From an optimization exercise on the open Yosys and OpenROAD flow, aimed at a short achievable clock period; shortcuts taken in it are not production practice. RTL that was checked went through simulation tests only; none was proved equivalent to the original. The clock input has no modelled driver; a real chip could not lean on it and would need a root buffer or a full tree. Power figures rest on the tool's default switching activity, not on a simulated workload.

## beta
==> flow/design.v <==
module Fifo
(
input clk,rst, wr_en, rd_en,
input           [7:0] buf_in,
output reg      [7:0] buf_out,
output          [7:0] fifo_counter,
output          buf_empty,
output reg      buf_full
);
reg  [6:0]  cnt_o;    
reg         ne_o;     
reg  [7:0]  lo_r;     
reg  [8:0]  hi_r;     
reg         sh;       
reg         wq;       
reg  [7:0]  din_q;    
reg  [7:0]  wlo;      
reg  [7:0]  whi;      
reg  [7:0]  ent [63:0];
assign fifo_counter = {1'b0, cnt_o};
assign buf_empty    = ~ne_o;
wire [7:0] lo = {lo_r[7:1], ~lo_r[0]};
wire [8:0] hi = {hi_r[8:1], ~hi_r[0]};
wire empty = lo[0] & hi[0];      
wire full  = hi[8];              
function [6:0] enc;
     input [7:0] l;
     input [8:0] h;
     begin
          enc[0] = l[1] | l[3] | l[5] | l[7];
          enc[1] = l[2] | l[3] | l[6] | l[7];
          enc[2] = l[4] | l[5] | l[6] | l[7];
          enc[3] = h[1] | h[3] | h[5] | h[7];
          enc[4] = h[2] | h[3] | h[6] | h[7];
          enc[5] = h[4] | h[5] | h[6] | h[7];
          enc[6] = h[8];
     end
endfunction
wire [7:0] lo_10 = {lo[6:1], lo[0] & ~full, lo[7] | full};
wire [7:0] lo_01 = {lo[0] & ~empty, lo[7:2], lo[1] | empty};
wire [7:0] lo_11 = {lo[7] | full, lo[6:2], lo[1] | empty, lo[0] & ~full & ~empty};
wire [8:0] hi_10 = lo[7] ? {hi[7:0], 1'b0} : hi;
wire [8:0] hi_01 = lo[0] ? {1'b0, hi[8:2], hi[1] | hi[0]} : hi;
wire [8:0] hi_11 = {1'b0, hi[7] | hi[8], hi[6:0]};
wire [6:0] b_10 = enc(lo_10, hi_10);
wire [6:0] b_01 = enc(lo_01, hi_01);
wire [6:0] b_11 = enc(lo_11, hi_11);
wire [6:0] b_00 = enc(lo, hi);
wire       ne_01 = ~(hi[0] & (lo[0] | lo[1]));
wire       f_10  = hi[8] | (lo[7] & hi[7]);
wire [7:0] wlo_1 = {lo[0] & ~empty, lo[7:2], lo[1] | empty};    
wire [7:0] whi_1 = {hi[7] & ~lo[0], lo[0] ? hi[7:2] : hi[6:1], lo[0] ? (hi[1] | hi[0]) : hi[0]};
always @(posedge clk or posedge rst)
begin
if (rst) begin
     cnt_o    <= 7'd0;
     ne_o     <= 1'b0;
     buf_full <= 1'b0;
     lo_r     <= 8'd0;
     hi_r     <= 9'd0;
     wlo      <= 8'd0;
     whi      <= 8'd0;
end else begin
     cnt_o    <= wr_en ? (rd_en ? b_11 : b_10) : (rd_en ? b_01 : b_00);
     ne_o     <= wr_en | (rd_en ? ne_01 : ~empty);
     buf_full <= ~rd_en & (wr_en ? f_10 : full);
     lo_r     <= wr_en ? (rd_en ? {lo_11[7:1], ~lo_11[0]} : {lo_10[7:1], ~lo_10[0]})
                       : (rd_en ? {lo_01[7:1], ~lo_01[0]} : lo_r);
     hi_r     <= wr_en ? (rd_en ? {hi_11[8:1], ~hi_11[0]} : {hi_10[8:1], ~hi_10[0]})
                       : (rd_en ? {hi_01[8:1], ~hi_01[0]} : hi_r);
     wlo      <= rd_en ? wlo_1 : lo;
     whi      <= wr_en ? (rd_en ? whi_1 : hi[7:0]) : 8'd0;
end
end
wire [7:0] head = (wq && lo[1] && hi[0]) ? din_q : (sh ? ent[1] : ent[0]);
wire       re   = rd_en & ~empty;
always @(posedge clk or posedge rst)
begin
if (rst) begin
     buf_out <= 8'd0;
     sh      <= 1'b0;
     wq      <= 1'b0;
end else begin
     if (re)
          buf_out <= head;
     sh <= re;
     wq <= wr_en & ~full;
end
end
always @(posedge clk)
     din_q <= buf_in;
integer i;
always @(posedge clk)
begin
     for (i = 0; i < 64; i = i + 1)
          if (wlo[i % 8] && whi[i / 8])
               ent[i] <= din_q;
          else if (sh && i < 63)
               ent[i] <= ent[i + 1];
end
endmodule
clock: 4.0 ns
lec_check: 0
abc_clock_period_in_ps: 1000
cap_margin: 20
core_margin: 2
core_utilization: 65
setup_slack_margin: 2.35
slew_margin: 20
tns_end_percent: 100
standard.sh (not shown) runs the stock make flow with config.mk's settings and CLKGATE_MAP_FILE= SYNTH_SCRIPT=/design/flow/synth_recipe.tcl, a recipe that flattens the netlist after the stock synthesis.
==> flow/flow/run.sh <==
#!/bin/bash
# The standard layout (standard.sh), except that the clock tree is built
# by flow/mycts.tcl (hooked in through ORFS's PRE_CTS_TCL): the clock port
# drives MY_CTS_COLS clkbuf_16 roots, each driving MY_CTS_ROWS clkbuf_16
# leaves, each driving an equal group of nearby flip-flops.
set -euo pipefail
export PRE_CTS_TCL=$PWD/flow/pre_cts.tcl
export MY_CTS_COLS=4
export MY_CTS_ROWS=8
bash standard.sh > standard.log 2>&1
Other scripts of this flow, unchanged in this note and not shown: flow/flow/mycts.tcl, flow/flow/pre_cts.tcl
The flow did not stop early for beta: all stages ran, and the layout cleared the timing, design-rule and antenna checks.
The inputs of alpha differ from those of beta as listed below.
-- flow/design.v --
<<< beta, line 17
reg  [7:0]  wlo;      
reg  [7:0]  whi;      
reg  [7:0]  ent [63:0];
assign fifo_counter = {1'b0, cnt_o};
>>> alpha, line 17
reg  [7:0]  wlo;      
reg  [7:0]  whi;      
reg  [7:0]  bo_n;     
reg  [7:0]  ent [63:0];
assign fifo_counter = {1'b0, cnt_o};
<<< beta, line 79
if (rst) begin
     buf_out <= 8'd0;
     sh      <= 1'b0;
     wq      <= 1'b0;
end else begin
     if (re)
          buf_out <= head;
     sh <= re;
     wq <= wr_en & ~full;
>>> alpha, line 80
if (rst) begin
     buf_out <= 8'd0;
     bo_n    <= 8'hff;
     sh      <= 1'b0;
     wq      <= 1'b0;
end else begin
     buf_out <= re ? head : ~bo_n;
     bo_n    <= re ? ~head : bo_n;
     sh <= re;
     wq <= wr_en & ~full;
[summary]
alpha: PASS, flow complete, no timing, DRC or antenna violations
In alpha the cell area turned out 760 um2 higher than in beta.
alpha vs beta — core utilization rose 0.33 points.
Compared to beta, alpha has vias per cell 0.073 higher.
[compare] base=beta new=alpha: via count of the first global-routing pass rose 3.9%, part of the power in registers fell 2.0 points, met3 capacity usage during global routing rose 0.28 points.
When the final numbers for beta and alpha were put side by side, the arrival time of the worst setup path turned out to be smaller in alpha.
Critical path depth in alpha is 4 below beta.
After detailed routing, beta needs less wire than alpha.
Compared with beta, in alpha weighted congestion at the end of routability-driven global placement went up about 2.7%; switching share of total power went up 1.3 points.
Comparing minimum hold slack for beta and alpha, the smaller number came from beta.
In every run of this note, the design's own scripts or RTL, not TritonCTS, make the clock network.

---

Another version of the RTL of Fifo (not shown whole).
Size: about 1700 cells after synthesis, ~640 flip-flops, ~30 I/O pins, roughly 27000 um^2 of cells after synthesis.
==> module Fifo, before the edit <==
module Fifo
(
input clk,rst, wr_en, rd_en,
input           [7:0] buf_in,
output reg      [7:0] buf_out,
output          [7:0] fifo_counter,
output          buf_empty,
output reg      buf_full
);
reg  [6:0]  cnt_o;    
reg         ne_o;     
reg  [7:0]  lo_r;     
reg  [8:0]  hi_r;     
reg         sh;       
reg  [7:0]  din_q;    
reg  [63:0] wsel;     
reg  [7:0]  dlo_n;    
reg  [8:0]  dhi_n;    
reg  [7:0]  bo_n;     
reg  [7:0]  ent [63:0];
assign fifo_counter = {1'b0, cnt_o};
assign buf_empty    = ~ne_o;
wire [7:0] lo = {lo_r[7:1], ~lo_r[0]};
wire [8:0] hi = {hi_r[8:1], ~hi_r[0]};
wire empty = lo[0] & hi[0];      
wire full  = hi[8];              
function [6:0] enc;
     input [7:0] l;
     input [8:0] h;
     begin
          enc[0] = l[1] | l[3] | l[5] | l[7];
          enc[1] = l[2] | l[3] | l[6] | l[7];
          enc[2] = l[4] | l[5] | l[6] | l[7];
          enc[3] = h[1] | h[3] | h[5] | h[7];
          enc[4] = h[2] | h[3] | h[6] | h[7];
          enc[5] = h[4] | h[5] | h[6] | h[7];
          enc[6] = h[8];
     end
endfunction
wire [7:0] lo_10 = {lo[6:1], lo[0] & ~full, lo[7] | full};
wire [7:0] lo_01 = {lo[0] & ~empty, lo[7:2], lo[1] | empty};
wire [7:0] lo_11 = {lo[7] | full, lo[6:2], lo[1] | empty, lo[0] & ~full & ~empty};
wire [8:0] hi_10 = lo[7] ? {hi[7:0], 1'b0} : hi;
wire [8:0] hi_01 = lo[0] ? {1'b0, hi[8:2], hi[1] | hi[0]} : hi;
wire [8:0] hi_11 = {1'b0, hi[7] | hi[8], hi[6:0]};
wire [6:0] b_10 = enc(lo_10, hi_10);
wire [6:0] b_01 = enc(lo_01, hi_01);
wire [6:0] b_11 = enc(lo_11, hi_11);
wire [6:0] b_00 = enc(lo, hi);
wire       ne_01 = ~(hi[0] & (lo[0] | lo[1]));
wire       f_10  = hi[8] | (lo[7] & hi[7]);
wire [7:0] lo_nx = wr_en ? (rd_en ? lo_11 : lo_10) : (rd_en ? lo_01 : lo);
wire [8:0] hi_nx = wr_en ? (rd_en ? hi_11 : hi_10) : (rd_en ? hi_01 : hi);
wire [7:0]  dl = {~dlo_n[7:1], dlo_n[0]};
wire [8:0]  dh = {~dhi_n[8:1], dhi_n[0]};
wire [64:0] at;
genvar g;
generate
for (g = 0; g <= 64; g = g + 1) begin : dec
     assign at[g] = dl[g % 8] & dh[g / 8];
end
endgenerate
wire [63:0] wsel_nx;
assign wsel_nx[0] = wr_en & (rd_en ? (at[1] | at[0]) : at[0]);
generate
for (g = 1; g < 63; g = g + 1) begin : ws
     assign wsel_nx[g] = wr_en & (rd_en ? at[g + 1] : at[g]);
end
endgenerate
assign wsel_nx[63] = wr_en & ~rd_en & at[63];
always @(posedge clk or posedge rst)
begin
if (rst) begin
     cnt_o    <= 7'd0;
     ne_o     <= 1'b0;
     buf_full <= 1'b0;
     lo_r     <= 8'd0;
     hi_r     <= 9'd0;
     dlo_n    <= 8'hff;
     dhi_n    <= 9'h1ff;
     wsel     <= 64'd0;
end else begin
     cnt_o    <= wr_en ? (rd_en ? b_11 : b_10) : (rd_en ? b_01 : b_00);
     ne_o     <= wr_en | (rd_en ? ne_01 : ~empty);
     buf_full <= ~rd_en & (wr_en ? f_10 : full);
     lo_r     <= {lo_nx[7:1], ~lo_nx[0]};
     hi_r     <= {hi_nx[8:1], ~hi_nx[0]};
     dlo_n    <= wr_en ? (rd_en ? {~lo_11[7:1], lo_11[0]} : {~lo_10[7:1], lo_10[0]})
                       : (rd_en ? {~lo_01[7:1], lo_01[0]} : dlo_n);
     dhi_n    <= wr_en ? (rd_en ? {~hi_11[8:1], hi_11[0]} : {~hi_10[8:1], hi_10[0]})
                       : (rd_en ? {~hi_01[8:1], hi_01[0]} : dhi_n);
     wsel     <= wsel_nx;
end
end
wire [7:0] head = wsel[0] ? din_q : (sh ? ent[1] : ent[0]);
wire       re   = rd_en & ~empty;
always @(posedge clk or posedge rst)
begin
if (rst) begin
     buf_out <= 8'd0;
     bo_n    <= 8'hff;
     sh      <= 1'b0;
end else begin
     buf_out <= re ? head : ~bo_n;
     bo_n    <= re ? ~head : bo_n;
     sh <= re;
end
end
always @(posedge clk)
     din_q <= buf_in;
integer i;
always @(posedge clk)
begin
     for (i = 0; i < 64; i = i + 1)
          if (wsel[i])
               ent[i] <= din_q;
          else if (sh && i < 63)
               ent[i] <= ent[i + 1];
end
endmodule
clock: 4.0 ns
lec_check: 0
abc_clock_period_in_ps: 1000
cap_margin: 20
core_margin: 2
core_utilization: 65
setup_slack_margin: 2.35
slew_margin: 20
tns_end_percent: 100
==> flow/flow/run.sh <==
#!/bin/bash
# The standard layout (standard.sh), except that:
# - the clock tree is built by flow/mycts.tcl (hooked in through ORFS's
#   PRE_CTS_TCL): the clock port drives MY_CTS_COLS roots, each driving
#   MY_CTS_ROWS leaves, each driving an equal group of nearby flip-flops;
#   before that, with MY_MOVE_OUTPUT_FLOPS=1, the flip-flops that drive the
#   outputs are moved next to their output buffers (flow/outflops.tcl);
# - the port buffers that ORFS adds to every input and output are
#   buf_6 instead of the smallest buffer;
# - timing repair may resize a cell to one of another footprint
#   (MATCH_CELL_FOOTPRINT=0; the platform sets 1).
# Everything standard.sh runs logs to standard.log and ORFS's own logs.
set -euo pipefail
export PRE_CTS_TCL=$PWD/flow/pre_cts.tcl
export MY_CTS_COLS=4
export MY_CTS_ROWS=8
export MY_CTS_ROOT_CELL=sky130_fd_sc_hd__buf_16
export MY_CTS_LEAF_CELL=sky130_fd_sc_hd__clkbuf_16
export MY_MOVE_OUTPUT_FLOPS=1
export BUFFER_PORTS_ARGS="-buffer_cell sky130_fd_sc_hd__buf_6"
bash standard.sh MATCH_CELL_FOOTPRINT=0 finish > standard.log 2>&1
Other scripts of this flow, unchanged in this note and not shown: flow/flow/mycts.tcl, flow/flow/outflops.tcl, flow/flow/pre_cts.tcl
The first run finished clean.
Then changed:
--- a/flow/design.v
+++ b/flow/design.v
@@ -14,19 +14,21 @@
 reg         sh;       
 reg  [7:0]  din_q;    
 reg  [63:0] wsel;     
 reg  [7:0]  dlo_n;    
 reg  [8:0]  dhi_n;    
 reg  [7:0]  bo_n;     
+reg         empty_i;  
+reg         nfull_i;  
 reg  [7:0]  ent [63:0];
 assign fifo_counter = {1'b0, cnt_o};
 assign buf_empty    = ~ne_o;
 wire [7:0] lo = {lo_r[7:1], ~lo_r[0]};
 wire [8:0] hi = {hi_r[8:1], ~hi_r[0]};
-wire empty = lo[0] & hi[0];      
-wire full  = hi[8];              
+wire empty = empty_i;            
+wire full  = ~nfull_i;           
 function [6:0] enc;
      input [7:0] l;
      input [8:0] h;
      begin
           enc[0] = l[1] | l[3] | l[5] | l[7];
           enc[1] = l[2] | l[3] | l[6] | l[7];
@@ -76,13 +78,17 @@
      buf_full <= 1'b0;
      lo_r     <= 8'd0;
      hi_r     <= 9'd0;
      dlo_n    <= 8'hff;
      dhi_n    <= 9'h1ff;
      wsel     <= 64'd0;
+     empty_i  <= 1'b1;
+     nfull_i  <= 1'b1;
 end else begin
+     empty_i  <= ~wr_en & (rd_en ? ~ne_01 : empty);
+     nfull_i  <= rd_en | ~(wr_en ? f_10 : full);
      cnt_o    <= wr_en ? (rd_en ? b_11 : b_10) : (rd_en ? b_01 : b_00);
      ne_o     <= wr_en | (rd_en ? ne_01 : ~empty);
      buf_full <= ~rd_en & (wr_en ? f_10 : full);
      lo_r     <= {lo_nx[7:1], ~lo_nx[0]};
      hi_r     <= {hi_nx[8:1], ~hi_nx[0]};
      dlo_n    <= wr_en ? (rd_en ? {~lo_11[7:1], lo_11[0]} : {~lo_10[7:1], lo_10[0]})
Fmax rises by 0.53%.
Synthesized cell count rises by 1.3%.
Critical path depth falls by 2.
Routed wire length is higher by 1.5%.
Die area is higher by 0.53%.
No functional check of the RTL was part of any run of this note. In every run of this note, the design's own scripts or RTL, not TritonCTS, make the clock network.

---

rev 12:
Fifo, a different RTL version from the one above (not shown whole).
Size in the first run: roughly 650 flip-flops, roughly 27000 sq um of cells after synthesis.
==> module Fifo, before the edit <==
module Fifo
(
input clk,rst, wr_en, rd_en,
input           [7:0] buf_in,
output reg      [7:0] buf_out,
output          [7:0] fifo_counter,
output          buf_empty,
output reg      buf_full
);
reg  [6:0]  cnt_o;    
reg         ne_o;     
reg  [7:0]  lo_r;     
reg  [8:0]  hi_r;     
reg         sh;       
reg  [7:0]  din_q;    
reg  [63:0] wsel;     
reg  [7:0]  dlo_n;    
reg  [8:0]  dhi_n;    
reg  [7:0]  bo_n;     
reg         empty_i;  
reg         nfull_i;  
reg  [7:0]  ent [63:0];
assign fifo_counter = {1'b0, cnt_o};
assign buf_empty    = ~ne_o;
wire [7:0] lo = {lo_r[7:1], ~lo_r[0]};
wire [8:0] hi = {hi_r[8:1], ~hi_r[0]};
wire empty = empty_i;            
wire full  = ~nfull_i;           
function [6:0] enc;
     input [7:0] l;
     input [8:0] h;
     begin
          enc[0] = l[1] | l[3] | l[5] | l[7];
          enc[1] = l[2] | l[3] | l[6] | l[7];
          enc[2] = l[4] | l[5] | l[6] | l[7];
          enc[3] = h[1] | h[3] | h[5] | h[7];
          enc[4] = h[2] | h[3] | h[6] | h[7];
          enc[5] = h[4] | h[5] | h[6] | h[7];
          enc[6] = h[8];
     end
endfunction
wire [7:0] lo_10 = {lo[6:1], lo[0] & ~full, lo[7] | full};
wire [7:0] lo_01 = {lo[0] & ~empty, lo[7:2], lo[1] | empty};
wire [7:0] lo_11 = {lo[7] | full, lo[6:2], lo[1] | empty, lo[0] & ~full & ~empty};
wire [8:0] hi_10 = lo[7] ? {hi[7:0], 1'b0} : hi;
wire [8:0] hi_01 = lo[0] ? {1'b0, hi[8:2], hi[1] | hi[0]} : hi;
wire [8:0] hi_11 = {1'b0, hi[7] | hi[8], hi[6:0]};
wire [6:0] b_10 = enc(lo_10, hi_10);
wire [6:0] b_01 = enc(lo_01, hi_01);
wire [6:0] b_11 = enc(lo_11, hi_11);
wire [6:0] b_00 = enc(lo, hi);
wire       ne_01 = ~(hi[0] & (lo[0] | lo[1]));
wire       f_10  = hi[8] | (lo[7] & hi[7]);
wire [7:0] lo_nx = wr_en ? (rd_en ? lo_11 : lo_10) : (rd_en ? lo_01 : lo);
wire [8:0] hi_nx = wr_en ? (rd_en ? hi_11 : hi_10) : (rd_en ? hi_01 : hi);
wire [7:0]  dl = ~dlo_n;
wire [8:0]  dh = ~dhi_n;
wire [64:0] at;
genvar g;
generate
for (g = 0; g <= 64; g = g + 1) begin : dec
     assign at[g] = dl[g % 8] & dh[g / 8];
end
endgenerate
wire [63:0] wsel_nx;
assign wsel_nx[0] = wr_en & (rd_en ? (at[1] | at[0]) : at[0]);
generate
for (g = 1; g < 63; g = g + 1) begin : ws
     assign wsel_nx[g] = wr_en & (rd_en ? at[g + 1] : at[g]);
end
endgenerate
assign wsel_nx[63] = wr_en & ~rd_en & at[63];
always @(posedge clk or posedge rst)
begin
if (rst) begin
     cnt_o    <= 7'd0;
     ne_o     <= 1'b0;
     buf_full <= 1'b0;
     lo_r     <= 8'd0;
     hi_r     <= 9'd0;
     dlo_n    <= 8'hfe;
     dhi_n    <= 9'h1fe;
     wsel     <= 64'd0;
     empty_i  <= 1'b1;
     nfull_i  <= 1'b1;
end else begin
     empty_i  <= ~wr_en & (rd_en ? ~ne_01 : empty);
     nfull_i  <= rd_en | ~(wr_en ? f_10 : full);
     cnt_o    <= wr_en ? (rd_en ? b_11 : b_10) : (rd_en ? b_01 : b_00);
     ne_o     <= wr_en | (rd_en ? ne_01 : ~empty);
     buf_full <= ~rd_en & (wr_en ? f_10 : full);
     lo_r     <= {lo_nx[7:1], ~lo_nx[0]};
     hi_r     <= {hi_nx[8:1], ~hi_nx[0]};
     dlo_n    <= wr_en ? (rd_en ? ~lo_11 : ~lo_10) : (rd_en ? ~lo_01 : dlo_n);
     dhi_n    <= wr_en ? (rd_en ? ~hi_11 : ~hi_10) : (rd_en ? ~hi_01 : dhi_n);
     wsel     <= wsel_nx;
end
end
wire [7:0] head = wsel[0] ? din_q : (sh ? ent[1] : ent[0]);
wire       re   = rd_en & ~empty;
always @(posedge clk or posedge rst)
begin
if (rst) begin
     buf_out <= 8'd0;
     bo_n    <= 8'hff;
     sh      <= 1'b0;
end else begin
     buf_out <= re ? head : ~bo_n;
     bo_n    <= re ? ~head : bo_n;
     sh <= re;
end
end
always @(posedge clk)
     din_q <= buf_in;
integer i;
always @(posedge clk)
begin
     for (i = 0; i < 64; i = i + 1)
          if (wsel[i])
               ent[i] <= din_q;
          else if (sh && i < 63)
               ent[i] <= ent[i + 1];
end
endmodule
clock: 4.0 ns
lec_check: 0
abc_clock_period_in_ps: 1000
cap_margin: 20
core_margin: 2
core_utilization: 65
setup_slack_margin: 2.35
slew_margin: 20
tns_end_percent: 100
Scripts as last shown in full above: flow/flow/run.sh
Other scripts of this flow, unchanged in this note and not shown: flow/flow/mycts.tcl, flow/flow/outflops.tcl, flow/flow/pre_cts.tcl
### rev 12 -> rev 13
--- a/flow/design.v
+++ b/flow/design.v
@@ -16,17 +16,15 @@
 reg  [63:0] wsel;     
 reg  [7:0]  dlo_n;    
 reg  [8:0]  dhi_n;    
 reg  [7:0]  bo_n;     
-reg         empty_i;  
-reg         nfull_i;  
 reg  [7:0]  ent [63:0];
 assign fifo_counter = {1'b0, cnt_o};
 assign buf_empty    = ~ne_o;
 wire [7:0] lo = {lo_r[7:1], ~lo_r[0]};
 wire [8:0] hi = {hi_r[8:1], ~hi_r[0]};
-wire empty = empty_i;            
-wire full  = ~nfull_i;           
+wire empty = lo[0] & hi[0];      
+wire full  = hi[8];              
 function [6:0] enc;
      input [7:0] l;
      input [8:0] h;
      begin
@@ -80,13 +78,9 @@
      hi_r     <= 9'd0;
      dlo_n    <= 8'hfe;
      dhi_n    <= 9'h1fe;
      wsel     <= 64'd0;
-     empty_i  <= 1'b1;
-     nfull_i  <= 1'b1;
 end else begin
-     empty_i  <= ~wr_en & (rd_en ? ~ne_01 : empty);
-     nfull_i  <= rd_en | ~(wr_en ? f_10 : full);
      cnt_o    <= wr_en ? (rd_en ? b_11 : b_10) : (rd_en ? b_01 : b_00);
      ne_o     <= wr_en | (rd_en ? ne_01 : ~empty);
      buf_full <= ~rd_en & (wr_en ? f_10 : full);
      lo_r     <= {lo_nx[7:1], ~lo_nx[0]};
==> results.txt <==
- Taking rev 12 as the reference, in rev 13 clock latency of the later-clocked register in the worst-skew pair level; detailed-routed wire length on met2 moved up; routability congestion estimate moved down; multi-input logic area moved up.
- Rev 12 → rev 13: unique cell type count in the Yosys netlist moved up; final clock period utilization by the worst path moved down; sequential fraction of total cell area level.
Only the layout flow was run in rev 12; the RTL was not checked for function there. In every run of this note, the design's own scripts or RTL, not TritonCTS, make the clock network.

[static timing again, ports no longer ideal]
The flow's constraints put no driver on any port. The routed layouts listed below were extracted and timed again, unchanged, in two steps. Step 1: set_driving_cell puts a clkbuf_16 on clk and a buf_2 on each other input, an assumption about the parent block. Step 2 also shifts input and output timing later by t, the mid clock arrival at the registers, as if the neighbouring blocks saw the same clock. Three values: no drivers, after step 1, after step 2; two values: the first two.
run	shift t [ns]	setup slack, ns	clock arrival spread, ns	slew at the worst register clock pin (ns)	pins driven straight from the clock port
beta	0.442	2.290 / 2.198 / 1.871	0.015 / 0.016	0.08 / 0.08	4
alpha	0.449	2.308 / 2.212 / 1.970	0.034 / 0.034	0.08 / 0.08	4
the first run of note 2	0.439	2.317 / 2.230 / 1.862	0.024 / 0.024	0.09 / 0.09	4
the second run of note 2	0.448	2.326 / 2.211 / 1.892	0.032 / 0.033	0.09 / 0.09	4
rev 12	0.448	2.338 / 2.222 / 1.922	0.029 / 0.029	0.09 / 0.09	4
rev 13	0.446	2.353 / 2.235 / 1.921	0.035 / 0.035	0.09 / 0.09	4
After both steps every run listed still meets setup and hold. For the first run of note 2, which loses most, drivers alone change the setup slack by -0.087 ns; drivers and shift together by -0.455 ns.
